What follows belongs to an exercise in optimizing a design on an open flow for small area; a production flow would make more cautious choices. In this exercise RTL edits were held to simulation tests only and were not proved equivalent to the original. Power is estimated from default activity; no workload was simulated.

[design/flow/run.sh]
#!/bin/bash
# synth_recipe.tcl (not shown) runs the flow's synth.tcl, then flattens the netlist and writes it again
# the make line also repeats each setting of config.mk as NAME=value (left out here)
make -C /OpenROAD-flow-scripts/flow DESIGN_CONFIG=/design/flow/config.mk WORK_HOME=/design/flow/orfs CLKGATE_MAP_FILE= SYNTH_SCRIPT=/design/flow/synth_recipe.tcl finish
[design/flow/config.mk]
export PLATFORM = sky130hd
export DESIGN_NAME = tw_dense_head
export DESIGN_NICKNAME = tw_dense_head
export VERILOG_FILES = /design/flow/design.v
export SDC_FILE = /design/flow/constraint.sdc
export NUM_CORES = 4
export LEC_CHECK = 0
export CAP_MARGIN = 20
export CORE_MARGIN = 2
export CORE_UTILIZATION = 45
export SLEW_MARGIN = 20
[design/flow/constraint.sdc]
create_clock -name core_clock -period 10.0 [get_ports {clk}]
set_input_delay 2.0000 -clock core_clock [delete_from_list [all_inputs] [get_ports {clk}]]
set_output_delay 2.0000 -clock core_clock [all_outputs]
set_load 0.01 [all_outputs]
[design/flow/design.v]
`timescale 1ns / 1ps
module pipelined_accumulator
#(
  parameter IN_BITWIDTH = 8,
  parameter OUT_BITWIDTH = 10,
  parameter LOG2_NO_IN = 0
) (
   input 					clk,
   input 					new_sum,
   input signed [LOG2_NO_IN:0][IN_BITWIDTH-1:0] data_in,
   output signed [OUT_BITWIDTH-1:0] 		data_out
);
localparam INCR_BW = ( IN_BITWIDTH < OUT_BITWIDTH ) ? IN_BITWIDTH + 1 : IN_BITWIDTH;
genvar i;
generate
if ( LOG2_NO_IN <= 0 ) begin : g_single
reg signed [OUT_BITWIDTH-1:0] data_out_reg;
wire signed [OUT_BITWIDTH-1:0] zero;
assign zero = 0;
assign data_out = data_out_reg;
always @( posedge clk ) begin
   if ( new_sum ) begin
      data_out_reg <= $signed( data_in[0] ) + zero;
   end else begin
      data_out_reg <= $signed( data_in[0] ) + $signed( data_out_reg );
   end
end
end else begin : g_tree
reg signed  [LOG2_NO_IN-1:0][INCR_BW-1:0] intermediate_results;
reg new_sum_reg;
for ( i = 0; i < ( 1 << LOG2_NO_IN ); i = i + 2  ) begin
   always @( posedge clk ) begin
      intermediate_results[i] <= $signed(data_in[i]) + $signed(data_in[i+1]);
   end
end
always @( posedge clk ) begin
   new_sum_reg <= new_sum;
end
pipelined_accumulator
  #(
    .IN_BITWIDTH( INCR_BW ),
    .OUT_BITWIDTH( OUT_BITWIDTH ),
    .LOG2_NO_IN( LOG2_NO_IN - 1 )
    ) summation
    (
     .clk( clk ),
     .new_sum( new_sum_reg ),
     .data_in( intermediate_results ),
     .data_out( data_out )
     );
end
endgenerate   
endmodule
`timescale 1ns / 1ps
module multiply_accumulate_fp
  #(
    parameter LOG2_NO_VECS = 0,
    parameter BW_IN = 16,
    parameter BW_OUT = 16,
    parameter BW_W = 2,
    parameter R_SHIFT = 0,
    parameter DEBUG_FLAG = 0,
    parameter USE_UNSIGNED_DATA = 0,
    parameter NUM_CYC = 32
) (
   input 				      clk,
   input 				      new_sum,
   input [(1 << LOG2_NO_VECS)-1:0][BW_IN-1:0] data_in,
   input [(1 << LOG2_NO_VECS)-1:0][BW_W-1:0]  w_vec,
   output [BW_OUT-1:0] 			      data_out
);
localparam BW_E = ( R_SHIFT > BW_W ) ? R_SHIFT : BW_W;
reg signed [(1 << LOG2_NO_VECS)-1:0][BW_E+BW_OUT-1:0] mult_res;
wire [BW_E+BW_OUT-1:0] shift_res;
assign data_out = shift_res[R_SHIFT+BW_OUT-1:R_SHIFT];
genvar i;
generate
for ( i = 0; i < 1 << LOG2_NO_VECS; i++ ) begin
always @( posedge clk ) begin
   if ( USE_UNSIGNED_DATA ) begin
      mult_res[i] <= $signed( w_vec[i]*data_in[i] );
   end else begin
      mult_res[i] <= $signed( w_vec[i] ) * $signed( data_in[i] );
   end
   if ( DEBUG_FLAG ) begin
      $display( "data_in[%x] = %x, w_vec = %x, mult_res[%x] = %x", i, data_in[i], w_vec, i, mult_res );
   end
end
end
endgenerate
reg new_sum_reg;
always @( posedge clk ) begin
   new_sum_reg <= new_sum;
   if ( DEBUG_FLAG ) begin
      $display( "new_sum = %x, shift_res = %x", new_sum_reg, shift_res );
   end
end
pipelined_accumulator
#(
  .IN_BITWIDTH(BW_E + BW_OUT),
  .OUT_BITWIDTH(BW_E + BW_OUT),
  .LOG2_NO_IN(LOG2_NO_VECS)
) accum (
   .clk(clk),
   .new_sum( new_sum_reg ),
   .data_in(mult_res),
   .data_out(shift_res)
);
endmodule
`timescale 1ns / 1ps
module dense_layer_fp
#(
  parameter INPUT_SIZE = 4,
  parameter NUM_CYC = 512,
  parameter BW_IN = 16,
  parameter BW_OUT = 16,
  parameter BW_W = 16,
  parameter R_SHIFT = 0,
  parameter USE_UNSIGNED_DATA = 0,
  parameter DEBUG_FLAG = 0,
  parameter OUTPUT_SIZE = 128
) (
   input 					clk,
   input 					rst,
   input 					vld_in,
   input [OUTPUT_SIZE-1:0][INPUT_SIZE*BW_W-1:0] w_vec,
   input [INPUT_SIZE-1:0][BW_IN-1:0] 		data_in,
   output 					vld_out,
   output [OUTPUT_SIZE-1:0][BW_OUT-1:0] 	data_out
);
   localparam LOG2_NO_VECS = $clog2( INPUT_SIZE );
   localparam LOG2_CYC = $clog2( NUM_CYC );
   reg [OUTPUT_SIZE-1:0][BW_OUT-1:0] 		res_out;
   reg [LOG2_CYC-1:0] cntr;
   reg [LOG2_NO_VECS+2:0] vld_sr;
   assign vld_out = vld_sr[LOG2_NO_VECS+2];
   assign data_out = res_out;
   always @( posedge clk ) begin
      if ( DEBUG_FLAG ) begin
	 $display( "vld_in = %x, data_in = %x, w_vec = %x", vld_in, data_in, w_vec );
	 $display( "vld_out = %x, data_out = %x", vld_out, data_out );
      end
      if ( rst ) begin
	 cntr <= 0;
	 vld_sr <= 0;
      end else begin
	 if ( vld_in ) begin
	    cntr <= cntr + 1;
	 end
	 vld_sr <= { vld_sr[LOG2_NO_VECS+1:0], cntr == NUM_CYC - 1 };
      end
   end
   genvar i;
   generate
      for ( i = 0; i < OUTPUT_SIZE; i++ ) begin
	 wire [BW_OUT-1:0] tmp_out;
	 wire [INPUT_SIZE*BW_W-1:0] w_or_zero;
	 assign w_or_zero = vld_in ? w_vec[i] : 0;
	 multiply_accumulate_fp
	   #(
	     .LOG2_NO_VECS( LOG2_NO_VECS ),
	     .BW_IN(BW_IN),
	     .BW_OUT(BW_OUT),
	     .BW_W(BW_W),
	     .R_SHIFT(R_SHIFT),
	     .NUM_CYC( NUM_CYC ),
	     .USE_UNSIGNED_DATA( USE_UNSIGNED_DATA ),
	     .DEBUG_FLAG( DEBUG_FLAG & i == 0 )
	     ) mac (
		.clk(clk),
		.new_sum(cntr == 0 ),
		.w_vec( w_or_zero ),
		.data_in( data_in ),
		.data_out( tmp_out )
		);
	 always @( posedge clk ) begin
	    res_out[i] <= tmp_out;
	 end
      end
   endgenerate
endmodule
`timescale 1ns / 1ps
module bn_relu_fp
#(
  parameter NO_CH = 10,
  parameter BW_IN = 12,
  parameter BW_OUT = 12,
  parameter BW_A = 12,
  parameter BW_B = 12,
  parameter R_SHIFT = 6,
  parameter MAXVAL = -1,
  parameter DEBUG = 0
) (
   input 			  clk,
   input 			  rst,
   input 			  vld_in,
   input [NO_CH-1:0][BW_IN-1:0]   data_in,
   input [NO_CH-1:0][BW_A-1:0] 	  a,
   input [NO_CH-1:0][BW_B-1:0] 	  b,
   output 			  vld_out,
   output [NO_CH-1:0][BW_OUT-1:0] data_out
);
   reg [3:0] 		      vld_sr;
   localparam BITS_MAX = ( R_SHIFT > BW_A ) ? R_SHIFT : BW_A;
   assign vld_out = vld_sr[3];
   always @( posedge clk ) begin
      if ( rst ) begin
	 vld_sr <= 0;
      end else begin
	 vld_sr <= { vld_sr[2:0], vld_in };
      end
   end
   genvar 		      i;
   generate
      for ( i = 0; i < NO_CH; i++ ) begin
	 reg signed [BW_IN+BITS_MAX-1:0] mult_i, bias_i;
	 reg signed [BW_OUT-1:0] shift_i, relu_i;
	 reg 			 set_max, set_zero;
	 assign data_out[i] = relu_i;
	 always @( posedge clk ) begin
	    if ( DEBUG ) begin
	       $display( "vld_in = %x, data_in[%x] = %x, a[%x] = %x, b[%x] = %x, mult_i = %x, bias_i = %x, shift_i = %x, relu_i = %x",
			 vld_in, i, data_in[i], i, a[i], i, b[i], mult_i, bias_i, shift_i, relu_i );
	    end
	    mult_i <= $signed( a[i] ) * $signed( data_in[i] );
	    bias_i <= $signed(mult_i) + $signed(b[i]);
	    set_zero <= $signed( bias_i ) < 0;
	    set_max <= $signed( bias_i[BW_IN+BITS_MAX-1:R_SHIFT] ) > MAXVAL;
	    shift_i <= bias_i[BW_OUT+R_SHIFT-1:R_SHIFT];
	    if ( set_zero ) begin
	       relu_i <= 0;
	    end else if ( MAXVAL > 0 & set_max ) begin
	       relu_i <= MAXVAL;
	    end else begin
	       relu_i <= shift_i;
	    end
	 end
      end
   endgenerate
endmodule
`timescale 1ns / 1ps
module to_serial
#(
  parameter NO_CH = 10,
  parameter BW_IN = 8,
  parameter BW_OUT = 2
  )(
    input 			   clk,
    input 			   rst,
    input 			   vld_in,
    input [NO_CH-1:0][BW_IN-1:0]   data_in,
    output 			   vld_out,
    output [NO_CH-1:0][BW_OUT-1:0] data_out
    );
   localparam NO_CYC = ( BW_IN + BW_OUT - 1 ) / BW_OUT;
   reg [NO_CH-1:0][BW_IN-1:0] 	   tmp_in;
   reg [NO_CYC-1:0] 		   vld_sr;
   assign vld_out = vld_sr[0];
   always @( posedge clk ) begin
      if ( rst ) begin
	 vld_sr <= 0;
      end else begin
	 if ( vld_in ) begin
	    vld_sr <= ( 1 << NO_CYC ) - 1;
	 end else begin
	    vld_sr <= ( vld_sr >> 1 );
	 end
      end
   end
   genvar 			   i;
   generate
      for ( i = 0; i < NO_CH; i++ ) begin
	 assign data_out[i] = tmp_in[i][BW_OUT-1:0];
	 always @( posedge clk ) begin
	    if ( vld_in ) begin
	       tmp_in[i] <= data_in[i];
	    end else begin
	       tmp_in[i][BW_IN-1-BW_OUT:0] <= tmp_in[i][BW_IN-1:BW_OUT];
	    end
	 end
      end
   endgenerate
endmodule
`timescale 1ns / 1ps
module tw_dense_head
#(
  parameter BW = 16
) (
input clk,
input rst,
input vld_in,
input [BW-1:0] data_in,
output vld_out,
output [3:0][BW-1:0] data_out
);
localparam D2_CYC = 128;
localparam D2_CH = 32;
localparam D2_BW_W = 2;
localparam D2_SHIFT = 0;
localparam BND2_CH = 32;
localparam BND2_BW_A = 7;
localparam BND2_BW_B = 16;
localparam BND2_RSHIFT = 8;
localparam BND2_MAXVAL = -1;
localparam D3_CYC = 32;
localparam D3_CH = 4;
localparam D3_BW_W = 16;
localparam D3_SHIFT = 6;
localparam [BND2_CH*BND2_BW_A-1:0] BND2_A = 224'h30cd09e52a509d5480e1a3a750a242bd89a4ab0f9c3694f963ab94a8;
localparam [BND2_CH*BND2_BW_B-1:0] BND2_B = 512'hd56bfe79f04f01110134ef2ff224229f36490923e75d2f5af0a8f0ba06fa3766240f2359260e16712620f8a34966071e1fd01d18d7b5de8631690e1139a501fd;
localparam [D2_CYC*D2_CH*D2_BW_W-1:0] D2_W = {
  64'hd7ff0031fc01737c,
  64'h50dfc71cc5f70033,
  64'h407f544433451cdf,
  64'hc5041771030355d4,
  64'h5d30cc3570d55c05,
  64'h07401fcd0c3d0431,
  64'h4531510150d4f7c3,
  64'h733f3fd141c4705d,
  64'hd0c10c74570170cc,
  64'h7c40f5dd1f73f57f,
  64'h41141773d3cf0444,
  64'h0107c33ff4c3dffc,
  64'hc354cdd04d7d17f5,
  64'h7531703301fcc443,
  64'h7dd3df37c0f71cd3,
  64'hff533ffcccf103f5,
  64'hc7c41d34cddcf74c,
  64'h141c55df0cdcc455,
  64'h55d33f4d5c0f11d5,
  64'h0d4701d45f45c1ff,
  64'h03014c53477007f4,
  64'hc55f7ff534f05503,
  64'h4f1cc74c40047d04,
  64'h70f7f3150fd01400,
  64'h0143c7d4045770c4,
  64'h05f0c403177f0f75,
  64'h5070cdc0cfd3c0d4,
  64'hdd11737d1f07dff0,
  64'h51d4f3303dff013f,
  64'h0543c4ddf50d3373,
  64'hff315c15071731d3,
  64'h44454131107c7c0f,
  64'h0c4137c1f01ff5d1,
  64'hf0331044010d3c5c,
  64'h431fdf43c13cf531,
  64'h531357c45cfc0d11,
  64'h45d73047751dc55f,
  64'h04c15d5f30ccd543,
  64'h1f00f01100d405d3,
  64'h0500437f74300c01,
  64'h0540075fd0dd7335,
  64'h3344f374c05131c5,
  64'h01fd71dffc1777c3,
  64'hc0cc05d04d40d71c,
  64'h4c1c150c00415fd3,
  64'h3377d5571dc04df5,
  64'h5111557351505dd0,
  64'hc1354dd7511115d3,
  64'h51c50f0003f4d15c,
  64'h301430f5cc7000d0,
  64'h5fc0314f74fc45d0,
  64'h43cc045704c1c500,
  64'h4f511004cfc0010c,
  64'h07cdd144f3f0f1f0,
  64'h300343505715f045,
  64'h4444f7df14d051f7,
  64'hcf3d4d40543ff1dc,
  64'h31d010751f131f04,
  64'hdc531444773f7050,
  64'h51f417f4d40f0d0c,
  64'h44310415f074cd0c,
  64'h373df7d7fc444cc3,
  64'h5f0f003fc71c3c51,
  64'hdf477c5dcf07fc11,
  64'h4dd0c337007dff1d,
  64'h05c5077007370750,
  64'h50df137513cf4741,
  64'h4f0d745f43dcd003,
  64'h0f4711503d5cd0c3,
  64'hdcd41cdfc0fd774c,
  64'h3cd10f773111f51c,
  64'h7fcf1fdc40030001,
  64'h541dc7cf4fd43c7f,
  64'h37cc3fdcfc3c4c17,
  64'h50c01400704c3055,
  64'hc550000ff4d77151,
  64'h457cf01c0070ccc1,
  64'h51c50450437cff71,
  64'h7c70dcf4d035c30c,
  64'h40cf0c133001d3f1,
  64'hd314c47044575cd7,
  64'hf0dc1547057507fd,
  64'hc33f30071030fd03,
  64'h31f1371c0fd5c15c,
  64'h0d107fd3fdd00cf5,
  64'h0311f77c5f537d04,
  64'h1ff77ff1c555474c,
  64'h77dd1354ff03d10f,
  64'h07471517c10d53df,
  64'hf75fd45f310c70fd,
  64'hd50410c0d3753174,
  64'h05d3370f1f3f35fd,
  64'h7f35357df13dd54d,
  64'hcc07c1f33c0d54ff,
  64'h757c00f0ffcfdc3d,
  64'hd1c7c5f3f1771700,
  64'h0403f301331d0131,
  64'h54c77300c4ccd413,
  64'hd153cd5100d00037,
  64'hdd37f10744fd071c,
  64'h404d7c77344f45f5,
  64'h3450cf4ccd15070f,
  64'h33577c357cd50737,
  64'h5413c554730ccc00,
  64'h07c01f1714d3fc51,
  64'h4c3c313c50c54f14,
  64'h374710175f5f4551,
  64'h1705f557d1d51434,
  64'hd444fcccd1c0dc4f,
  64'h4d705dff071f5ccf,
  64'h1c353cd1010cf5cc,
  64'hcc44c700103cc1f4,
  64'h33fccd13fd50443c,
  64'h35c0310d444f4017,
  64'h03d5075cc15d0105,
  64'h0415d4dd5344177d,
  64'h7175473ff3ccf4f3,
  64'hc07ff554ffd4f134,
  64'h0d5413cf354c45fd,
  64'hd1d0114477d3f53c,
  64'hf45f44504f4f004c,
  64'h41cd43f5d103c4df,
  64'h3c77104f0d7d4534,
  64'hf03c34f3dc5ccdc4,
  64'h777307d0fc70051f,
  64'h0f4ddcfcd43ff7f3,
  64'h337f1fc54dfcfd4d,
  64'h5dfd7f3d740d47fc
};
localparam [D3_CYC*D3_CH*D3_BW_W-1:0] D3_W = {
  64'h0001000cfff3fff5,
  64'h0004fff7fffd0000,
  64'h000b0005fff30004,
  64'h0005000cfff2fff1,
  64'h00020004fffc0010,
  64'h00070000fff7fff2,
  64'hfff9fff9fffc0008,
  64'hfff2000b0001ffef,
  64'h0006000a00120003,
  64'h000efffb0001000f,
  64'h000bfffe0002fff1,
  64'h0001fff4000c0010,
  64'h0004fff9ffff0001,
  64'h000efffd00040005,
  64'h000bffeffffffffd,
  64'h00040000000dfffb,
  64'h000c00080010fffd,
  64'hfffffff30007fff7,
  64'h0000fffe0003fff7,
  64'hfff4fffc0000000e,
  64'hfff10000000e0008,
  64'h0005fffffff30006,
  64'hfff400090005fff7,
  64'hfff1fffcfff8000c,
  64'h0002ffec0002000e,
  64'hfff60005fffc000b,
  64'hfff5000200060015,
  64'h000dfffb00050004,
  64'h0008fff500000000,
  64'h0008fffb000bfffb,
  64'h000e000d0002fff0,
  64'h0010fffcffeffffa
};
   localparam D2_IN_SIZE = 1;
   localparam D3_IN_SIZE = 1;
   localparam BND2_BW_OUT = BW;
   localparam BND1_BW_OUT = BW;
   localparam BND2_BW_IN = BW;
   reg [$clog2(D2_CYC)-1:0] d2_cntr;
   reg [$clog2(D3_CYC)-1:0] d3_cntr;
   wire [D2_CH-1:0][D2_IN_SIZE*D2_BW_W-1:0] dw_2;
   wire [D3_CH-1:0][D3_IN_SIZE*D3_BW_W-1:0] dw_3;
   assign dw_2 = D2_W[d2_cntr*D2_CH*D2_BW_W +: D2_CH*D2_BW_W];
   assign dw_3 = D3_W[d3_cntr*D3_CH*D3_BW_W +: D3_CH*D3_BW_W];
   wire [BND2_CH-1:0][BND2_BW_A-1:0] bnd2_a = BND2_A;
   wire [BND2_CH-1:0][BND2_BW_B-1:0] bnd2_b = BND2_B;
   wire [D2_CH-1:0][BW-1:0]   d2_out;
   wire 		      d2_vld;
   wire [BND2_CH-1:0][BW-1:0] bnd2_out;
   wire 		      bnd2_vld;
   wire 		      tsd2_vld;
   wire [D3_IN_SIZE*BW-1:0]   tsd2_out;
   wire [D3_CH-1:0][BW-1:0]   d3_out;
   wire 		      d3_vld;
   always @( posedge clk ) begin
      if ( rst ) begin
	 d2_cntr <= 0;
	 d3_cntr <= 0;
      end else begin
	 if ( vld_in ) begin
	    if ( d2_cntr == D2_CYC - 1 ) begin
	       d2_cntr <= 0;
	    end else begin
	       d2_cntr <= d2_cntr + 1;
	    end
	 end
	 if ( tsd2_vld ) begin
	    if ( d3_cntr == D3_CYC - 1 ) begin
	       d3_cntr <= 0;
	    end else begin
	       d3_cntr <= d3_cntr + 1;
	    end
	 end
      end
   end
   assign vld_out = d3_vld;
   assign data_out = d3_out;
dense_layer_fp
#(
  .INPUT_SIZE(D2_IN_SIZE),
  .NUM_CYC( D2_CYC ),
  .BW_IN(BND1_BW_OUT),
  .BW_OUT(BND2_BW_IN),
  .BW_W(D2_BW_W),
  .R_SHIFT(D2_SHIFT),
  .OUTPUT_SIZE(D2_CH)
) d2 (
.clk(clk),
.rst(rst),
.vld_in(vld_in),
.data_in(data_in),
.w_vec( dw_2 ),
.vld_out(d2_vld),
.data_out(d2_out)
);
bn_relu_fp
#(
  .NO_CH(BND2_CH),
  .BW_IN(BW),
  .BW_OUT(BW),
  .BW_A(BND2_BW_A),
  .BW_B(BND2_BW_B),
  .R_SHIFT(BND2_RSHIFT),
  .MAXVAL(BND2_MAXVAL)
) bn_relu_d2 (
.clk(clk),
.rst(rst),
.vld_in(d2_vld),
.data_in(d2_out),
.a(bnd2_a),
.b(bnd2_b),
.vld_out(bnd2_vld),
.data_out(bnd2_out)
);
to_serial
#(
  .NO_CH(1),
  .BW_IN(D2_CH*BW),
  .BW_OUT(D3_IN_SIZE*BW)
  ) tsd2 (
.clk(clk),
.rst(rst),
.vld_in(bnd2_vld),
.data_in(bnd2_out),
.vld_out(tsd2_vld),
.data_out(tsd2_out)
);
dense_layer_fp
#(
  .INPUT_SIZE(D3_IN_SIZE),
  .NUM_CYC( D3_CYC ),
  .BW_IN(BND2_BW_OUT),
  .BW_OUT(BW),
  .BW_W(D3_BW_W),
  .R_SHIFT(D3_SHIFT),
  .DEBUG_FLAG( 0 ),
  .OUTPUT_SIZE(D3_CH)
) d3 (
.clk(clk),
.rst(rst),
.vld_in(tsd2_vld),
.data_in(tsd2_out),
.w_vec( dw_3 ),
.vld_out(d3_vld),
.data_out(d3_out)
);
endmodule
==> results of run 1 <==
-- critical path: cells and delay by family (launching register included) --
family | cells | cell delay, ns
xor gates and xnor gates | 1 | 0.17
adders and majority gates | 8 | 3.86
AOI/OAI and AO/OA | 6 | 1.77
buffers and inverters | 7 | 1.16
and+or+nand+nor | 6 | 1.00
DFF | 1 | 0.30
-- stage by stage --
step	power (mW)	util [%]	area (um^2)	worst slack (ns)
after floorplan	65.7	-	245000	2.44
after global placement	74.7	47.0	254000	1.47
after detailed placement	75.6	47.0	254000	1.67
after CTS	94.8	50.1	271000	1.63
after global routing	103	50.1	271000	1.01
final	93.8	50.1	271000	1.62
-- layout make-up --
| cell class | instances | area, um^2 |
|---|---|---|
| fill | 49600 | 270000 |
| multi-input combinational | 17200 | 142000 |
| sequential | 4545 | 91200 |
| clock buffer | 645 | 13500 |
| inverter | 2433 | 9140 |
| tap | 7208 | 9020 |
| clock inverter | 231 | 3390 |
| timing repair buffer | 360 | 3030 |
| antenna | 22 | 55.1 |
-- cells in the final DEF, fill, tap and decap left out, drive strengths merged, types with 247 or more instances in the layout --
master,instances
clkbuf,645
dfxtp,4529
inv,2451
ha,2993
a21oi,1053
nor2,1623
buf,294
nand3,458
o21ai,1034
fa,1126
xnor2,1252
nand2b,247
a21o,356
mux2,538
nor3,576
and2,512
xor2,623
nor2b,744
nand2,1491
-- where the power goes --
part | switching [mW] | total [mW] | internal (mW)
Combinational | 24.9 | 46.3 | 21.4
Clock | 7.53 | 18.6 | 11.0
Sequential | 3.63 | 28.9 | 25.3
-- logic make-up after synthesis --
kind of cell,Yosys count,synth area share [%]
AND/OR/NAND/NOR,6326,12.6
buffers and inverters,3173,4.90
other,1,0.00153
XOR/XNOR,1877,6.73
multiplexers,617,2.88
AO/OA/AOI/OAI,4220,11.2
adder cells (fa/ha/maj),4123,24.5
flip-flops,4545,37.2
-- how the worst max path moves through the flow --
stage,from,end,slack (ns),depth (start not counted)
floorplan,d3_cntr[0],d3.genblk1[0].mac.mult_res[21],2.44,26
global placement,d3_cntr[1],d3.genblk1[0].mac.mult_res[21],1.47,28
detailed placement,d3_cntr[1],d3.genblk1[0].mac.mult_res[21],1.67,28
CTS,d3_cntr[1],d3.genblk1[0].mac.mult_res[21],1.63,28
global route,d3_cntr[1],d3.genblk1[0].mac.mult_res[21],1.01,29
finish,d3_cntr[1],d3.genblk1[0].mac.mult_res[21],1.62,28
-- synth_stat cells, types with 230 or more instances --
| master | instances | area share [%] |
|---|---|---|
| sky130_fd_sc_hd__o21ai_0 | 1024 | 2.1 |
| sky130_fd_sc_hd__a211oi_1 | 230 | 0.71 |
| sky130_fd_sc_hd__and2_1 | 509 | 1.3 |
| sky130_fd_sc_hd__nand3_1 | 458 | 0.94 |
| sky130_fd_sc_hd__inv_1 | 2428 | 3.7 |
| sky130_fd_sc_hd__mux2_2 | 538 | 2.5 |
| sky130_fd_sc_hd__xnor2_1 | 1252 | 4.5 |
| sky130_fd_sc_hd__xor2_1 | 623 | 2.2 |
| sky130_fd_sc_hd__nor2b_1 | 743 | 1.9 |
| sky130_fd_sc_hd__nor3_1 | 576 | 1.2 |
| sky130_fd_sc_hd__fa_1 | 1126 | 9.2 |
| sky130_fd_sc_hd__nor2_1 | 1621 | 2.5 |
| sky130_fd_sc_hd__nand2b_1 | 247 | 0.63 |
| sky130_fd_sc_hd__dfxtp_1 | 4529 | 37 |
| sky130_fd_sc_hd__clkbuf_1 | 616 | 0.94 |
| sky130_fd_sc_hd__a21o_1 | 356 | 1.1 |
| sky130_fd_sc_hd__a21oi_1 | 1052 | 2.2 |
| sky130_fd_sc_hd__nand2_1 | 1491 | 2.3 |
| sky130_fd_sc_hd__ha_1 | 2993 | 15 |
-- per-layer routing --
| layer | GRT usage [%] | vias to the layer above | routed length (um) |
|---|---|---|---|
| met1 | 30.7 | 81200 | 294000 |
| met4 | 8.23 | 18 | 26000 |
| met5 | 0 | - | 128 |
| met2 | 36.9 | 3436 | 284000 |
| li1 | - | 84400 | - |
| met3 | 3.49 | 1073 | 31700 |
==> key figures, run 1 <==
Floorplanning
  – Full die area: 550000 um^2
  – Core Footprint: about 540000 um^2
  – X dimension of the die: 742 um
  – Number of top-level design ports: 84
  – Row count: 270
  – Die outline height: 742 um
  – Effective utilization at floorplan: 45.2%

Synth
  – Number of library cell types mapped by synthesis: 100
  – Syn_area_per_cell: 9.84 um^2
  – Number of standard cells after synthesis: about 25k
  – Fraction of the yosys area taken by sequential cells: between 30% and 40%
  – Dominant register cell in the synthesized netlist: sky130_fd_sc_hd__dfxtp_1
  – Share of async-settable or async-resettable flops after synthesis: 0%
  – Flops & latches, synth: 4545
  – Syn Std Cell Area: 245000 um^2
  – Syn. warnings: 9
  – Number of synthesized flops with an enable pin: 16

Layout
  – Final Instance Count excl. Fillers: 32.6k
  – Register ranked first by flip-flop count: bn_relu_d2.genblk1.mult_i
  – Ratio of cells with drive above 1 in the final layout: 7.33%
  – Largest register FFs: 659
  – Nets: 29.1k
  – Synth-to-Final Area Change: 10.8%

Setup path
  – CP max stage cell: sky130_fd_sc_hd__a2111oi_0
  – Crit path required time: 10.90 ns
  – Startpoint of the lowest-slack register-to-register path: d3_cntr[1]
  – Type of the setup path with the least slack: reg -> reg
  – Worst-path maximum fanout: 18
  – Most numerous cell on the critical path: sky130_fd_sc_hd__fa_1
  – Depth of the worst register-to-register path: 28
  – Critical path arrival: 9.29 ns
  – Worst reg2reg setup slack: 1.62 ns
  – Worst Setup End Kind: flip-flop
  – Nature of the critical path startpoint: flip-flop
  – Terminus of the critical flop-to-flop path: d3.genblk1[0].mac.mult_res[21]
  – CP peak stage delay: about 0.65 ns

STA
  – Max Clock Skew: between 0.1 and 0.15 ns
  – Normalized max-slew margin: 13.6%
  – Total count of max-transition violations in the final report: 0
  – Total of endpoints with negative setup slack in the final report: 0
  – Minimum period implied by the final worst setup slack: ~8.4 ns
  – Hold Vio Cnt, Final: 0
  – Final TNS setup: 0 ns
  – Fin crit share: 83.8%
  – Actual slew at the worst max-slew pin: 1.29 ns
  – Unrepaired setup endpoints after global routing: false
  – Max Fclk: 0.119 GHz
  – WHS: between 0.15 and 0.2 ns

Clock network
  – Clock tree from TritonCTS: built
  – Hold Buf Count CTS: 0
  – Worst-skew pair later-pin latency: 1.12 ns
  – Gates resized, CTS repair: 0
  – Buffer type at the clock tree root: sky130_fd_sc_hd__clkbuf_16
  – Bufs on Longest Clock Path: 4
  – Sink Count: between 4k and 5k
  – Setup fix buffers added after clock tree synthesis: 0
  – Clk slew on worst S/H paths: 0.07 ns
  – H-tree Lvls: 5
  – TritonCTS Buffers: 474

Global route
  – Wire length of the first global-routing pass: 981000 um
  – Number of antenna violations at the first check in global routing: 56
  – Via count of the first global-routing pass: 169k
  – Total congestion overflow: 0
  – All-layer global routing usage: 22.8%
  – Maximum number of pins on one net before global-route repair: 204

Worst hold path
  – Hold Crit Endpoint: bn_relu_d2.genblk1[26].shift_i[9]
  – Cell depth of the worst hold path: 0
  – Hold Crit Class: reg -> reg
  – Startpoint of the most critical hold path: bn_relu_d2.genblk1[26].bias_i[17]

Place
  – Final weighted congestion in routability-driven placement: 1.05
  – Final HPWL from detailed placement: 476000 um
  – Cell total after placement: 31.7k
  – Number of port buffers: 83

Drt
  – Vias per cell: roughly 5.2
  – DRC violation count after routing: 0
  – Total wire length: roughly 640000 um
  – 1st-pass router iterations: 6
  – DRT iter0 DRCs: 9749
  – Number of routed nets with antenna violations: 0
  – Vias: about 170k
  – Routed wire length per instance: 19.5 um

Power and ir drop
  – Total leakage power: 127 nW
  – PD cells: around 350 nW/um^2
  – Max VDD drop: between 500 and 600 uV

Flow run
  – Number of max-cap violations: 0

Outcome
  – Outcome: no timing/DRC/antenna violations
==> inputs of run 2 (changes only) <==
--- a/design/flow/design.v
+++ b/design/flow/design.v
@@ -472,117 +472,203 @@
   64'h000e000d0002fff0,
   64'h0010fffcffeffffa
 };
-   localparam D2_IN_SIZE = 1;
-   localparam D3_IN_SIZE = 1;
-   localparam BND2_BW_OUT = BW;
-   localparam BND1_BW_OUT = BW;
-   localparam BND2_BW_IN = BW;
-   reg [$clog2(D2_CYC)-1:0] d2_cntr;
-   reg [$clog2(D3_CYC)-1:0] d3_cntr;
-   wire [D2_CH-1:0][D2_IN_SIZE*D2_BW_W-1:0] dw_2;
-   wire [D3_CH-1:0][D3_IN_SIZE*D3_BW_W-1:0] dw_3;
-   assign dw_2 = D2_W[d2_cntr*D2_CH*D2_BW_W +: D2_CH*D2_BW_W];
-   assign dw_3 = D3_W[d3_cntr*D3_CH*D3_BW_W +: D3_CH*D3_BW_W];
-   wire [BND2_CH-1:0][BND2_BW_A-1:0] bnd2_a = BND2_A;
-   wire [BND2_CH-1:0][BND2_BW_B-1:0] bnd2_b = BND2_B;
-   wire [D2_CH-1:0][BW-1:0]   d2_out;
-   wire 		      d2_vld;
-   wire [BND2_CH-1:0][BW-1:0] bnd2_out;
-   wire 		      bnd2_vld;
-   wire 		      tsd2_vld;
-   wire [D3_IN_SIZE*BW-1:0]   tsd2_out;
-   wire [D3_CH-1:0][BW-1:0]   d3_out;
-   wire 		      d3_vld;
+   function automatic integer unit_of( input integer q );
+      unit_of = ( 4*(q%8) + q/8 + 1 ) % 32;
+   endfunction
+   function automatic [32*6-1:0] mk_a();
+      integer q, c;
+      for ( q = 0; q < 32; q++ ) begin
+         c = unit_of( q );
+         mk_a[q*6 +: 6] = BND2_A[c*BND2_BW_A +: 6];
+      end
+   endfunction
+   function automatic [32*22-1:0] mk_bp();
+      integer q, c, a, b, bp;
+      for ( q = 0; q < 32; q++ ) begin
+         c = unit_of( q );
+         a = $signed( BND2_A[c*BND2_BW_A +: BND2_BW_A] );
+         b = $signed( BND2_B[c*BND2_BW_B +: BND2_BW_B] );
+         bp = b - 32768*a;
+         mk_bp[q*22 +: 22] = bp[21:0];
+      end
+   endfunction
+   function automatic [128*6-1:0] mk_w3();
+      integer q, c, k, w;
+      for ( q = 0; q < 32; q++ ) begin
+         c = unit_of( q );
+         for ( k = 0; k < 4; k++ ) begin
+            w = $signed( D3_W[( c*D3_CH + k )*D3_BW_W +: D3_BW_W] );
+            mk_w3[( q*4 + k )*6 +: 6] = ( w < 0 ) ? { 1'b1, 5'(-w) } : { 1'b0, 5'(w) };
+         end
+      end
+   endfunction
+   localparam [32*6-1:0]  TA  = mk_a();
+   localparam [32*22-1:0] TBP = mk_bp();
+   localparam [128*6-1:0] TW3 = mk_w3();
+   reg [6:0]  cnt;
+   reg [15:0] xr;
+   reg [D2_CH*D2_BW_W-1:0] wrow;
+   reg        vr;
+   reg        start;    
+   reg        last;     
+   reg        done;     
+   always @( posedge clk ) begin
+      if ( rst ) cnt <= 0;
+      else if ( vld_in ) cnt <= cnt + 1'b1;
+      xr <= data_in;
+      wrow <= D2_W[cnt*D2_CH*D2_BW_W +: D2_CH*D2_BW_W];
+      vr <= vld_in & ~rst;
+      start <= ( cnt == 0 );
+      last <= ( cnt == D2_CYC - 1 );
+      done <= ~rst & vr & last;
+   end
+   reg [15:0] acc [0:D2_CH-1];
+   genvar i;
+   generate
+      for ( i = 0; i < D2_CH; i++ ) begin : g_acc
+         wire        wp = wrow[2*i] & ~wrow[2*i+1];
+         wire        wn = wrow[2*i+1];
+         wire [15:0] op = ( {16{wp}} & xr ) | ( {16{wn}} & ~xr );
+         wire [15:0] a = start ? 16'd0 : acc[i];
+         wire [15:0] sum;
+         rca #( .W( 16 ) ) add ( .a( a ), .b( op ), .ci( wn ), .s( sum ) );
+         always @( posedge clk ) acc[i] <= sum;
+      end
+   endgenerate
+   reg [15:0] snap [0:D2_CH-1];
+   generate
+      for ( i = 0; i < D2_CH; i++ ) begin : g_snap
+         always @( posedge clk ) snap[i] <= done ? acc[i] : snap[(i+1)%D2_CH];
+      end
+   endgenerate
+   reg [6:0] bm;
+   reg       busy;
    always @( posedge clk ) begin
       if ( rst ) begin
-	 d2_cntr <= 0;
-	 d3_cntr <= 0;
+         busy <= 0;
+         bm <= 0;
+      end else if ( done ) begin
+         busy <= 1;
+         bm <= 0;
       end else begin
-	 if ( vld_in ) begin
-	    if ( d2_cntr == D2_CYC - 1 ) begin
-	       d2_cntr <= 0;
-	    end else begin
-	       d2_cntr <= d2_cntr + 1;
-	    end
-	 end
-	 if ( tsd2_vld ) begin
-	    if ( d3_cntr == D3_CYC - 1 ) begin
-	       d3_cntr <= 0;
-	    end else begin
-	       d3_cntr <= d3_cntr + 1;
-	    end
-	 end
-      end
-   end
-   assign vld_out = d3_vld;
-   assign data_out = d3_out;
-dense_layer_fp
-#(
-  .INPUT_SIZE(D2_IN_SIZE),
-  .NUM_CYC( D2_CYC ),
-  .BW_IN(BND1_BW_OUT),
-  .BW_OUT(BND2_BW_IN),
-  .BW_W(D2_BW_W),
-  .R_SHIFT(D2_SHIFT),
-  .OUTPUT_SIZE(D2_CH)
-) d2 (
-.clk(clk),
-.rst(rst),
-.vld_in(vld_in),
-.data_in(data_in),
-.w_vec( dw_2 ),
-.vld_out(d2_vld),
-.data_out(d2_out)
-);
-bn_relu_fp
-#(
-  .NO_CH(BND2_CH),
-  .BW_IN(BW),
-  .BW_OUT(BW),
-  .BW_A(BND2_BW_A),
-  .BW_B(BND2_BW_B),
-  .R_SHIFT(BND2_RSHIFT),
-  .MAXVAL(BND2_MAXVAL)
-) bn_relu_d2 (
-.clk(clk),
-.rst(rst),
-.vld_in(d2_vld),
-.data_in(d2_out),
-.a(bnd2_a),
-.b(bnd2_b),
-.vld_out(bnd2_vld),
-.data_out(bnd2_out)
-);
-to_serial
-#(
-  .NO_CH(1),
-  .BW_IN(D2_CH*BW),
-  .BW_OUT(D3_IN_SIZE*BW)
-  ) tsd2 (
-.clk(clk),
-.rst(rst),
-.vld_in(bnd2_vld),
-.data_in(bnd2_out),
-.vld_out(tsd2_vld),
-.data_out(tsd2_out)
+         bm <= bm + 1'b1;
+         if ( bm == 7'd125 ) busy <= 0;
+      end
+   end
+   wire       ph0 = busy & ( bm[1:0] == 2'b00 );
+   wire       ph1 = busy & ( bm[1:0] == 2'b01 );
+   wire [4:0] q   = bm[6:2];
+   wire [1:0] g   = bm[6:5];
+   reg  [15:0] h0, h1;
+   always @* begin
+      case ( g )
+        2'd0: begin h0 = snap[1]; h1 = snap[0]; end
+        2'd1: begin h0 = snap[2]; h1 = snap[1]; end
+        2'd2: begin h0 = snap[3]; h1 = snap[2]; end
+        default: begin h0 = snap[4]; h1 = snap[3]; end
+      endcase
+   end
+   wire [7:0]  hsel = bm[0] ? ( h1[15:8] ^ 8'h80 ) : h0[7:0];
+   wire [5:0]  a_q  = TA[q*6 +: 6];
+   wire [21:0] bp_q = TBP[q*22 +: 22];
+   wire [13:0] k_q  = bm[0] ? bp_q[21:8] : { 6'd0, bp_q[7:0] };
+   reg  [5:0]  vv;
+   wire [13:0] vg   = bm[0] ? { 8'd0, vv } : 14'd0;
+   wire [13:0] t8;
+   csa_sum #( .N( 8 ), .W( 14 ) ) amul (
+      .ops( { { 6'd0, {8{a_q[0]}} & hsel      },
+              { 5'd0, {8{a_q[1]}} & hsel, 1'b0 },
+              { 4'd0, {8{a_q[2]}} & hsel, 2'b0 },
+              { 3'd0, {8{a_q[3]}} & hsel, 3'b0 },
+              { 2'd0, {8{a_q[4]}} & hsel, 4'b0 },
+              { 1'd0, {8{a_q[5]}} & hsel, 5'b0 },
+              k_q, vg } ),
+      .sum( t8 ) );
+   reg [12:0] y;
+   reg [4:0]  yq;       
+   reg        yv;       
+   reg [1:0]  kph;      
+   always @( posedge clk ) begin
+      if ( ph0 ) vv <= t8[13:8];
+      if ( ph1 ) begin
+         y <= t8[13] ? 13'd0 : t8[12:0];
+         yq <= q;
+      end
+      if ( rst ) yv <= 0;
+      else if ( ph1 ) yv <= 1;
+      else if ( kph == 2'd3 ) yv <= 0;
+      kph <= ph1 ? 2'd0 : kph + 1'b1;
+   end
+   reg  [5:0]  w3;
+   wire [4:0]  yq_nx  = ph1 ? q : yq;
+   wire [1:0]  kph_nx = ph1 ? 2'd0 : kph + 1'b1;
+   always @( posedge clk ) w3 <= TW3[( yq_nx*4 + kph_nx )*6 +: 6];
+   wire [4:0]  wm = w3[4:0] & {5{yv}};
+   wire [17:0] p;
+   csa_sum #( .N( 5 ), .W( 18 ) ) wmul (
+      .ops( { { 5'd0, {13{wm[0]}} & y       },
+              { 4'd0, {13{wm[1]}} & y, 1'b0 },
+              { 3'd0, {13{wm[2]}} & y, 2'b0 },
+              { 2'd0, {13{wm[3]}} & y, 3'b0 },
+              { 1'd0, {13{wm[4]}} & y, 4'b0 } } ),
+      .sum( p ) );
+   reg  [17:0] pr;
+   reg         pneg, pfirst, plast;
+   always @( posedge clk ) begin
+      pr <= p;
+      pneg <= w3[5] & yv;
+      pfirst <= yv & ( yq == 5'd0 );
+      plast <= ~rst & yv & ( kph == 2'd3 ) & ( yq == 5'd31 );
+   end
+   reg  [21:0] r [0:3];
+   wire [21:0] rsum;
+   rca #( .W( 22 ) ) racc ( .a( pfirst ? 22'd0 : r[0] ), .b( { 4'd0, pr } ^ {22{pneg}} ), .ci( pneg ), .s( rsum ) );
+   reg         vo;
+   always @( posedge clk ) begin
+      r[0] <= r[1];
+      r[1] <= r[2];
+      r[2] <= r[3];
+      r[3] <= rsum;
+      vo <= ~rst & plast;
+   end
+   assign vld_out = vo;
+   assign data_out = { r[3][21:6], r[2][21:6], r[1][21:6], r[0][21:6] };
+endmodule
+module rca #( parameter W = 8 ) (
+   input  [W-1:0] a,
+   input  [W-1:0] b,
+   input          ci,
+   output [W-1:0] s
 );
-dense_layer_fp
-#(
-  .INPUT_SIZE(D3_IN_SIZE),
-  .NUM_CYC( D3_CYC ),
-  .BW_IN(BND2_BW_OUT),
-  .BW_OUT(BW),
-  .BW_W(D3_BW_W),
-  .R_SHIFT(D3_SHIFT),
-  .DEBUG_FLAG( 0 ),
-  .OUTPUT_SIZE(D3_CH)
-) d3 (
-.clk(clk),
-.rst(rst),
-.vld_in(tsd2_vld),
-.data_in(tsd2_out),
-.w_vec( dw_3 ),
-.vld_out(d3_vld),
-.data_out(d3_out)
+   wire [W:0] c;
+   assign c[0] = ci;
+   genvar j;
+   generate
+      for ( j = 0; j < W; j++ ) begin : g_fa
+         assign s[j] = a[j] ^ b[j] ^ c[j];
+         assign c[j+1] = ( a[j] & b[j] ) | ( c[j] & ( a[j] ^ b[j] ) );
+      end
+   endgenerate
+endmodule
+module csa_sum #( parameter N = 3, parameter W = 8 ) (
+   input  [N*W-1:0] ops,
+   output [W-1:0]   sum
 );
+   wire [W-1:0] s [1:N-1];
+   wire [W-1:0] c [1:N-1];
+   assign s[1] = ops[0 +: W];
+   assign c[1] = ops[W +: W];
+   genvar k, j;
+   generate
+      for ( k = 2; k < N; k++ ) begin : g_row
+         wire [W-1:0] o = ops[k*W +: W];
+         wire [W-1:0] cc;
+         for ( j = 0; j < W; j++ ) begin : g_fa
+            assign s[k][j] = s[k-1][j] ^ c[k-1][j] ^ o[j];
+            assign cc[j] = ( s[k-1][j] & c[k-1][j] ) | ( o[j] & ( s[k-1][j] ^ c[k-1][j] ) );
+         end
+         assign c[k] = { cc[W-2:0], 1'b0 };
+      end
+   endgenerate
+   rca #( .W( W ) ) fin ( .a( s[N-1] ), .b( c[N-1] ), .ci( 1'b0 ), .s( sum ) );
 endmodule
==> key figures, run 2 <==
Outcome
  – Outcome: no timing/DRC/antenna violations

Drt
  – Vias per cell: 5.74 (+10%)
  – Number of routed nets with antenna violations: 0 (unchanged)
  – 1st-pass router iterations: 6 (unchanged)
  – Total wire length: 245000 um (-61%)
  – DRT iter0 DRCs: 4982 (-49%)
  – DRC violation count after routing: 0 (unchanged)
  – Vias: 50.9k (-70%)
  – Routed wire length per instance: 27.6 um (+42%)

Synth
  – Commonest cells in the netlist: sky130_fd_sc_hd__dfxtp_1, sky130_fd_sc_hd__inv_1, sky130_fd_sc_hd__fa_1
  – Most common cell in the synthesized netlist: sky130_fd_sc_hd__dfxtp_1
  – Basic-gate share of the synthesized area counting and, or, nand and nor cells: 11.0% (-1.5 points)
  – Post-synthesis compound-gate area fraction: 9.20% (-2.0 points)
  – Syn_area_per_cell: 10.3 um^2 (+4.6%)
  – Main combinational cell family by area after synthesis: adder cells
  – Fraction of the yosys area taken by sequential cells: 35.8% (-1.4 points)
  – Area share of the largest cell type after synthesis: 35.0% (-2.0 points)
  – Dominant register cell in the synthesized netlist: sky130_fd_sc_hd__dfxtp_1
  – Cell taking the most area after synthesis: sky130_fd_sc_hd__dfxtp_1
  – Syn. warnings: 6 (-3)
  – Leading post-synthesis cells by cell area: sky130_fd_sc_hd__dfxtp_1, sky130_fd_sc_hd__fa_1, sky130_fd_sc_hd__mux2_2
  – Number of synthesized flops with an enable pin: 19 (+3)
  – Share of async-settable or async-resettable flops after synthesis: 0% (unchanged)
  – Post-Synth XOR/XNOR Area: 1.28% (-5.4 points)
  – Flops & latches, synth: 1266 (-72%)
  – Syn Std Cell Area: 71200 um^2 (-71%)
  – Multiplexer share of the synthesized area: 16.7% (+14 points)
  – Post-synthesis adder-cell area fraction: 18.5% (-6.0 points)
  – Number of standard cells after synthesis: 6921 (-72%)
  – Number of library cell types mapped by synthesis: 89 (-11%)

Global route
  – All-layer global routing usage: 30.2% (+7.4 points)
  – Number of antenna violations at the first check in global routing: 20 (-64%)
  – Via count of the first global-routing pass: 52.2k (-69%)
  – Maximum number of pins on one net before global-route repair: 179 (-12%)
  – Total congestion overflow: 0 (unchanged)
  – Wire length of the first global-routing pass: 362000 um (-63%)

Floorplanning
  – Number of top-level design ports: 84 (unchanged)
  – Effective utilization at floorplan: 45.1% (-0.11 points)
  – Die outline height: 402 um (-46%)
  – Full die area: 161000 um^2 (-71%)
  – X dimension of the die: 402 um (-46%)
  – Row count: 146 (-46%)
  – Core Footprint: 158000 um^2 (-71%)

Setup path
  – Most numerous cell on the critical path: sky130_fd_sc_hd__fa_1
  – Critical path arrival: 9.56 ns (+0.27 ns)
  – Worst reg2reg setup slack: 0.97 ns (-0.64 ns)
  – Type of the setup path with the least slack: reg -> reg
  – Nature of the critical path startpoint: flip-flop
  – Worst Setup End Kind: flip-flop
  – CP peak stage delay: 0.52 ns (-0.13 ns)
  – CP max stage cell: sky130_fd_sc_hd__fa_1
  – Worst-path maximum fanout: 10 (-8)
  – Crit path required time: 10.53 ns (-0.37 ns)

Power and ir drop
  – Max VDD drop: 172 uV (-67%)
  – Combinational Power Share: 25.1% (-24 points)
  – Internal power summed over all cells: 11.2 mW (-81%)
  – Switching share of power: 31.9% (-6.4 points)
  – Design Power: 16.4 mW (-82%)
  – Sequential cell fraction of total power: 42.2% (+11 points)
  – Total leakage power: 32.8 nW (-74%)
  – Net switching power of the design: 5.25 mW (-85%)
  – Proportion of power drawn by the clock network: 32.7% (+13 points)
  – PD cells: 210 nW/um^2 (-39%)

Flow run
  – Number of max-cap violations: 0 (unchanged)

Clock network
  – Buffer type at the clock tree root: sky130_fd_sc_hd__clkbuf_16
  – Clk slew on worst S/H paths: 0.06 ns (about the same)
  – Gates resized, CTS repair: 0 (unchanged)
  – Clock tree from TritonCTS: built
  – Worst-skew pair later-pin latency: 0.79 ns (-0.33 ns)
  – Setup fix buffers added after clock tree synthesis: 0 (unchanged)
  – Bufs on Longest Clock Path: 3 (-1)
  – Sink Count: 1266 (-72%)
  – TritonCTS Buffers: 143 (-70%)
  – Hold Buf Count CTS: 0 (unchanged)
  – H-tree Lvls: 4 (-1)

Layout
  – Nets: 7388 (-75%)
  – Ratio of cells with drive above 1 in the final layout: 15.8% (+8.4 points)
  – Total of fill cells in the finished design: 14.4k (-71%)
  – Biggest registers after layout: acc (512), snap (512), r (88)
  – Register area: 25600 um^2 (-72%)
  – Most common library cell in the layout ignoring fill and taps: sky130_fd_sc_hd__dfxtp_1
  – Final Core Density: 49.6% (-0.59 points)
  – Synth-to-Final Area Change: 9.79%
  – Commonest cells after routing, fill and taps aside: sky130_fd_sc_hd__dfxtp_1, sky130_fd_sc_hd__inv_1, sky130_fd_sc_hd__fa_1
  – Area of the multi-input gates: 40500 um^2 (-71%)

Place
  – Final HPWL from detailed placement: 171000 um (-64%)
  – Final weighted congestion in routability-driven placement: 1.04 (-1.1%)
  – Number of port buffers: 83 (unchanged)

Worst hold path
  – Hold Crit Class: reg -> reg

STA
  – Unrepaired setup endpoints after global routing: false
  – Actual slew at the worst max-slew pin: 1.35 ns (+0.0561 ns)
  – Total of endpoints with negative setup slack in the final report: 0 (unchanged)
  – Minimum period implied by the final worst setup slack: 9.03 ns (+0.642 ns)
  – WHS: 0.324 ns (+0.141 ns)
  – Total count of max-transition violations in the final report: 0 (unchanged)
  – Final TNS setup: 0 ns (unchanged)
  – Max Clock Skew: 0.0346 ns (-0.111 ns)
  – Max Fclk: 0.111 GHz (-7.1%)
  – Normalized max-slew margin: 9.41% (-4.2 points)
  – Fin crit share: 90.3% (+6.4 points)
  – Hold Vio Cnt, Final: 0 (unchanged)
==> run 2: cell types whose count changed after synthesis, moves of 472 or more <==
cell / delta
sky130_fd_sc_hd__inv_1: -1829
sky130_fd_sc_hd__fa_1: -533
sky130_fd_sc_hd__a21oi_1: -785
sky130_fd_sc_hd__ha_1: -2887
sky130_fd_sc_hd__xnor2_1: -1154
sky130_fd_sc_hd__nor2b_1: -594
sky130_fd_sc_hd__nor2_1: -1363
sky130_fd_sc_hd__nor3_1: -497
sky130_fd_sc_hd__o21ai_0: -786
sky130_fd_sc_hd__xor2_1: -617
sky130_fd_sc_hd__dfxtp_1: -3282
sky130_fd_sc_hd__and2_1: -472
sky130_fd_sc_hd__nand2_1: -1288
==> run 2: worst max-delay path: cells and delay by family (launching register included) <==
kind	cells	cell delay, ns
compound gates	3	0.50
xor+xnor	3	0.43
fa+ha+maj	18	6.67
buf+inv	6	0.65
flops	1	0.33
mux	1	0.14
simple gates	1	0.05
==> run 2: final cells by class <==
type | instances | share of cell area (%)
antenna | 10 | 0.0320
clock buffer | 211 | 5.34
sequential | 1266 | 32.7
tap | 2072 | 3.31
inverter | 609 | 2.92
multi-input combinational | 4376 | 51.8
timing repair buffer | 274 | 3.01
clock inverter | 47 | 0.891
==> run 2: path summary, 6_finish.rpt <==
path | to | start | cells past startpoint
max | y[12] | bm[3] | 32
min | r[1][3] | r[2][3] | 0
max reg2reg | y[12] | bm[3] | 32
min reg2reg | r[1][3] | r[2][3] | 0
==> run 2: cells by family (layout without fill, tap and decap cells) <==
| family | Yosys count | count (layout) |
|---|---|---|
| DFF | 1266 | 1266 |
| AOI/OAI and AO/OA | 1019 | 1019 |
| xor gates and xnor gates | 104 | 104 |
| and+or+nand+nor | 1468 | 1468 |
| adders and majority gates | 699 | 699 |
| muxes | 1086 | 1086 |
| other | 0 | 10 |
| buffers and inverters | 1279 | 1141 |
==> run 2: per-layer routing <==
layer | wire length (um) | track usage [%] | vias to the layer above
met5 | 125 | 0 | -
met3 | 19400 | 6.42 | 634
met1 | 108000 | 42.0 | 25600
met2 | 104000 | 44.1 | 2166
met4 | 14100 | 15.7 | 18
li1 | - | - | 22500
==> run 2: power by group through the flow <==
stage | Clock [mW] | Combinational [mW] | Sequential (mW)
global route | 5.71 | 4.74 | 7.08
floorplan | 0 | 3.10 | 6.74
global placement | 0 | 3.97 | 6.98
detailed placement | 0 | 4.10 | 7.04
CTS | 5.50 | 4.15 | 6.94
finish | 5.38 | 4.12 | 6.94
==> run 2: through the flow <==
stage               setup WS [ns]  cells  cell area (um^2)
floorplan                    1.02   6921             71200
global placement            0.864   8597             73300
detailed placement          0.909   8597             73300
CTS                         0.907   8855             78200
global route                0.411   8862             78200
finish                      0.974   8865             78200
==> inputs of run 3 (changes only) <==
--- a/design/flow/design.v
+++ b/design/flow/design.v
@@ -502,6 +502,12 @@
          end
       end
    endfunction
+   function automatic [15:0] nneg( input integer u );
+      integer c;
+      nneg = 0;
+      for ( c = 0; c < D2_CYC; c++ )
+         if ( D2_W[( c*D2_CH + u )*D2_BW_W +: D2_BW_W] == 2'b11 ) nneg = nneg + 1;
+   endfunction
    localparam [32*6-1:0]  TA  = mk_a();
    localparam [32*22-1:0] TBP = mk_bp();
    localparam [128*6-1:0] TW3 = mk_w3();
@@ -526,19 +532,20 @@
    genvar i;
    generate
       for ( i = 0; i < D2_CH; i++ ) begin : g_acc
-         wire        wp = wrow[2*i] & ~wrow[2*i+1];
-         wire        wn = wrow[2*i+1];
-         wire [15:0] op = ( {16{wp}} & xr ) | ( {16{wn}} & ~xr );
-         wire [15:0] a = start ? 16'd0 : acc[i];
+         localparam [15:0] NNEG = nneg( i );
+         wire        cp = ~( wrow[2*i] & wrow[2*i+1] );    
+         wire        cn = ~( wrow[2*i] & ~wrow[2*i+1] );   
+         wire [15:0] op = ~( ( {16{cp}} | xr ) & ( {16{cn}} | ~xr ) );
+         wire [15:0] a = start ? NNEG : acc[i];
          wire [15:0] sum;
-         rca #( .W( 16 ) ) add ( .a( a ), .b( op ), .ci( wn ), .s( sum ) );
+         rca #( .W( 16 ) ) add ( .a( a ), .b( op ), .ci( 1'b0 ), .s( sum ) );
          always @( posedge clk ) acc[i] <= sum;
       end
    endgenerate
    reg [15:0] snap [0:D2_CH-1];
    generate
       for ( i = 0; i < D2_CH; i++ ) begin : g_snap
-         always @( posedge clk ) snap[i] <= done ? acc[i] : snap[(i+1)%D2_CH];
+         always @( posedge clk ) snap[i] <= done ? ~acc[i] : ~snap[(i+1)%D2_CH];
       end
    endgenerate
    reg [6:0] bm;
@@ -568,7 +575,7 @@
         default: begin h0 = snap[4]; h1 = snap[3]; end
       endcase
    end
-   wire [7:0]  hsel = bm[0] ? ( h1[15:8] ^ 8'h80 ) : h0[7:0];
+   wire [7:0]  hsel = bm[0] ? ( h1[15:8] ^ 8'h80 ) : ~h0[7:0];
    wire [5:0]  a_q  = TA[q*6 +: 6];
    wire [21:0] bp_q = TBP[q*22 +: 22];
    wire [13:0] k_q  = bm[0] ? bp_q[21:8] : { 6'd0, bp_q[7:0] };
--- a/design/flow/config.mk
+++ b/design/flow/config.mk
@@ -5,7 +5,9 @@
 export SDC_FILE = /design/flow/constraint.sdc
 export NUM_CORES = 4
 export LEC_CHECK = 0
+export ABC_AREA = 1
 export CAP_MARGIN = 20
 export CORE_MARGIN = 2
 export CORE_UTILIZATION = 45
+export CTS_BUF_LIST = sky130_fd_sc_hd__clkbuf_8
 export SLEW_MARGIN = 20
==> key figures, run 3 <==
Setup path
  – Worst-path maximum fanout: 14 (+4)
  – Nature of the critical path startpoint: flip-flop
  – Critical path arrival: 9.78 ns (+0.22 ns)
  – CP max stage cell: sky130_fd_sc_hd__fa_1
  – Worst Setup End Kind: flip-flop
  – Crit path required time: 10.67 ns (+0.14 ns)
  – Startpoint of the lowest-slack register-to-register path: bm[2]
  – Most numerous cell on the critical path: sky130_fd_sc_hd__fa_1
  – CP peak stage delay: 0.52 ns (about the same)
  – Worst Setup SP: bm[2]
  – Type of the setup path with the least slack: reg -> reg

Synth
  – Flops & latches, synth: 1266 (unchanged)
  – Area share of the largest cell type after synthesis: 37.4% (+2.3 points)
  – Syn Std Cell Area: 66800 um^2 (-6.2%)
  – Leading post-synthesis cells by cell area: sky130_fd_sc_hd__dfxtp_1, sky130_fd_sc_hd__fa_1, sky130_fd_sc_hd__nand2_1
  – Most common cell in the synthesized netlist: sky130_fd_sc_hd__nand2_1
  – Number of standard cells after synthesis: 7957 (+15%)
  – Fraction of the yosys area taken by sequential cells: 38.2% (+2.4 points)
  – Syn. warnings: 6 (unchanged)
  – Syn_area_per_cell: 8.40 um^2 (-18%)
  – Number of synthesized flops with an enable pin: 19 (unchanged)
  – Number of library cell types mapped by synthesis: 50 (-44%)
  – Share of async-settable or async-resettable flops after synthesis: 0% (unchanged)
  – Dominant register cell in the synthesized netlist: sky130_fd_sc_hd__dfxtp_1
  – Commonest cells in the netlist: sky130_fd_sc_hd__nand2_1, sky130_fd_sc_hd__dfxtp_1, sky130_fd_sc_hd__inv_1
  – Cell taking the most area after synthesis: sky130_fd_sc_hd__dfxtp_1

Layout
  – Total of fill cells in the finished design: 14.3k (-0.60%)
  – Most common library cell in the layout ignoring fill and taps: sky130_fd_sc_hd__nand2_1
  – Ratio of cells with drive above 1 in the final layout: 6.19% (-9.6 points)
  – Final Core Density: 49.6% (about the same)
  – Synth-to-Final Area Change: 9.43%
  – Nets: 8560 (+16%)
  – Register area: 25600 um^2 (about the same)
  – Commonest cells after routing, fill and taps aside: sky130_fd_sc_hd__nand2_1, sky130_fd_sc_hd__dfxtp_1, sky130_fd_sc_hd__inv_1
  – Biggest registers after layout: acc (512), snap (512), r (88)
  – Area of the multi-input gates: 35000 um^2 (-13%)

Clock network
  – TritonCTS Buffers: 209 (+46%)
  – Worst-skew pair later-pin latency: 0.97 ns (+0.18 ns)
  – Bufs on Longest Clock Path: 3 (unchanged)
  – H-tree Lvls: 4 (unchanged)
  – Sink Count: 1266 (unchanged)
  – Gates resized, CTS repair: 0 (unchanged)
  – Clk slew on worst S/H paths: 0.07 ns (about the same)
  – Clock tree from TritonCTS: built
  – Buffer type at the clock tree root: sky130_fd_sc_hd__clkbuf_8
  – Hold Buf Count CTS: 0 (unchanged)
  – Setup fix buffers added after clock tree synthesis: 0 (unchanged)

Global route
  – Number of antenna violations at the first check in global routing: 19 (-5.0%)
  – Maximum number of pins on one net before global-route repair: 139 (-22%)
  – Total congestion overflow: 0 (unchanged)
  – All-layer global routing usage: 32.5% (+2.3 points)
  – Wire length of the first global-routing pass: 363000 um (+0.44%)
  – Via count of the first global-routing pass: 54.2k (+3.8%)

STA
  – Actual slew at the worst max-slew pin: 1.30 ns (-0.0537 ns)
  – Final TNS setup: 0 ns (unchanged)
  – Normalized max-slew margin: 13.0% (+3.6 points)
  – Fin crit share: 91.1% (+0.80 points)
  – Total of endpoints with negative setup slack in the final report: 0 (unchanged)
  – Hold Vio Cnt, Final: 0 (unchanged)
  – Max Fclk: 0.110 GHz (-0.87%)
  – Total count of max-transition violations in the final report: 0 (unchanged)
  – Minimum period implied by the final worst setup slack: 9.11 ns (+0.0795 ns)
  – Max Clock Skew: 0.0915 ns (+0.0569 ns)
  – Unrepaired setup endpoints after global routing: false

Drt
  – Routed wire length per instance: 24.8 um (-10%)
  – 1st-pass router iterations: 6 (unchanged)
  – Number of routed nets with antenna violations: 0 (unchanged)
  – Vias per cell: 5.45 (-5.1%)
  – Total wire length: 247000 um (+0.59%)
  – DRT iter0 DRCs: 4762 (-4.4%)
  – DRC violation count after routing: 0 (unchanged)
  – Vias: 54.2k (+6.6%)

Outcome
  – Outcome: no timing/DRC/antenna violations

Power and ir drop
  – Combinational Power Share: 31.1% (+6.0 points)
  – PD cells: 233 nW/um^2 (+11%)
  – Net switching power of the design: 6.05 mW (+15%)
  – Sequential cell fraction of total power: 41.3% (-0.9 points)
  – Proportion of power drawn by the clock network: 27.6% (-5.1 points)
  – Max VDD drop: 142 uV (-17%)
  – Switching share of power: 35.6% (+3.6 points)
  – Internal power summed over all cells: 11.0 mW (-2.0%)
  – Total leakage power: 33.6 nW (+2.6%)
  – Design Power: 17.0 mW (+3.5%)

Place
  – Final weighted congestion in routability-driven placement: 1.11 (+6.1%)
  – Final HPWL from detailed placement: 177000 um (+3.7%)
  – Number of port buffers: 83 (unchanged)

Flow run
  – Number of max-cap violations: 0 (unchanged)

Floorplanning
  – X dimension of the die: 389 um (-3.1%)
  – Effective utilization at floorplan: 45.3% (+0.17 points)
  – Full die area: 152000 um^2 (-6.1%)
  – Row count: 141 (-3.4%)
  – Core Footprint: 147000 um^2 (-6.6%)
  – Die outline height: 389 um (-3.1%)
  – Number of top-level design ports: 84 (unchanged)

Worst hold path
  – Startpoint of the most critical hold path: r[3][4]
  – Hold Crit Class: reg -> reg
==> run 3: cell count changes after synthesis, moves of 65 or more <==
cell | previous run | this run
sky130_fd_sc_hd__nor2b_1 | 149 | 0
sky130_fd_sc_hd__nand2_1 | 203 | 1999
sky130_fd_sc_hd__nand3_1 | 86 | 260
sky130_fd_sc_hd__nor2_1 | 258 | 366
sky130_fd_sc_hd__o21ai_0 | 238 | 858
sky130_fd_sc_hd__inv_1 | 599 | 1021
sky130_fd_sc_hd__mux2i_1 | 511 | 401
sky130_fd_sc_hd__a21oi_1 | 267 | 183
sky130_fd_sc_hd__nand2b_1 | 524 | 0
sky130_fd_sc_hd__clkbuf_1 | 413 | 314
sky130_fd_sc_hd__mux2_2 | 546 | 0
sky130_fd_sc_hd__and3_1 | 65 | 0
==> run 3: stage by stage <==
step | hold WS, ns | worst slack, ns | instances | cell area, um^2
after floorplan | 0.310 | 1.14 | 7957 | 66800
after detailed placement | 0.313 | 0.889 | 9569 | 68700
final | 0.326 | 0.894 | 9955 | 73100
after global routing | 0.331 | 0.328 | 9948 | 73100
after CTS | 0.328 | 0.813 | 9947 | 73100
after global placement | 0.310 | 0.772 | 9569 | 68700
==> run 3: worst max-delay path, delay by kind of cell (launching register included) <==
family / cells / cell delay [ns]
buffers and inverters: 8 / 0.65
xor gates and xnor gates: 2 / 0.23
AOI/OAI and AO/OA: 3 / 0.39
DFF: 1 / 0.33
adders and majority gates: 17 / 6.34
and+or+nand+nor: 8 / 0.92
==> run 3: layout make-up <==
cell class / count / share of cell area [%]
multi-input combinational: 5137 / 47.9
sequential: 1266 / 35.0
clock buffer: 257 / 4.84
inverter: 1040 / 5.36
timing repair buffer: 196 / 2.38
tap: 1930 / 3.30
clock inverter: 121 / 1.19
antenna: 8 / 0.0274
==> run 3: path summary, 6_finish.rpt <==
check	to	slack, ns	depth (start not counted)
hold / removal	r[2][4]	0.33	0
setup / recovery	y[12]	0.89	38
hold reg to reg	r[2][4]	0.33	0
setup reg to reg	y[12]	0.89	38
==> run 3: cells by family after synthesis <==
| logic type | Yosys count | share of synthesized area, % |
|---|---|---|
| adder cells (fa/ha/maj) | 691 | 19.2 |
| flip-flops | 1266 | 38.2 |
| AO/OA/AOI/OAI | 1224 | 9.78 |
| AND/OR/NAND/NOR | 2727 | 16.1 |
| multiplexers | 401 | 6.01 |
| buffers and inverters | 1554 | 9.37 |
| XOR/XNOR | 94 | 1.23 |
==> run 3: layer usage <==
layer / vias up / share of wire (%) / global-route usage (%)
met5: - / 0.086 / 0.542
met4: 18 / 6.4 / 18.9
met3: 667 / 7.7 / 6.79
met2: 2267 / 43 / 48.4
met1: 26600 / 43 / 43.6
li1: 24700 / - / -
==> run 3: power groups by stage <==
stage	Combinational (mW)	Sequential [mW]	Clock, mW
CTS	5.35	7.02	4.82
floorplan	3.93	6.94	0
global route	6.21	7.16	5.05
detailed placement	5.31	7.12	0
global placement	5.05	7.07	0
finish	5.29	7.02	4.70

port drivers added, routing unchanged:
Ports are ideal in the flow. The routed layouts listed here were re-timed in OpenROAD.
Step 1: set_driving_cell puts a clkbuf_16 on clk and a buf_2 on each other input, an assumption about the parent block.
Step 2, shift: input delay + t, output delay - t, t = (earliest + latest rising clock arrival at the registers) / 2. This alone moves slack from input paths to output paths.
a / b / c = ideal / step 1 / step 2; a / b = the first two.
| run | t, ns | setup slack, ns | worst hold slack (ns) | worst slew at a driven data input, ns | cell pins on the clock port's net |
|---|---|---|---|---|---|
| run 1 | 1.171 | 1.616 / 1.616 / 1.616 | 0.183 / 0.183 / 0.183 | 0.13 | 1 |
| run 2 | 0.851 | 0.974 / 0.974 / 0.974 | 0.324 / 0.324 / 0.324 | 0.07 | 1 |
| run 3 | 0.990 | 0.894 / 0.894 / 0.894 | 0.326 / 0.326 / 0.326 | 0.07 | 1 |
After both steps every run listed still meets setup and hold.
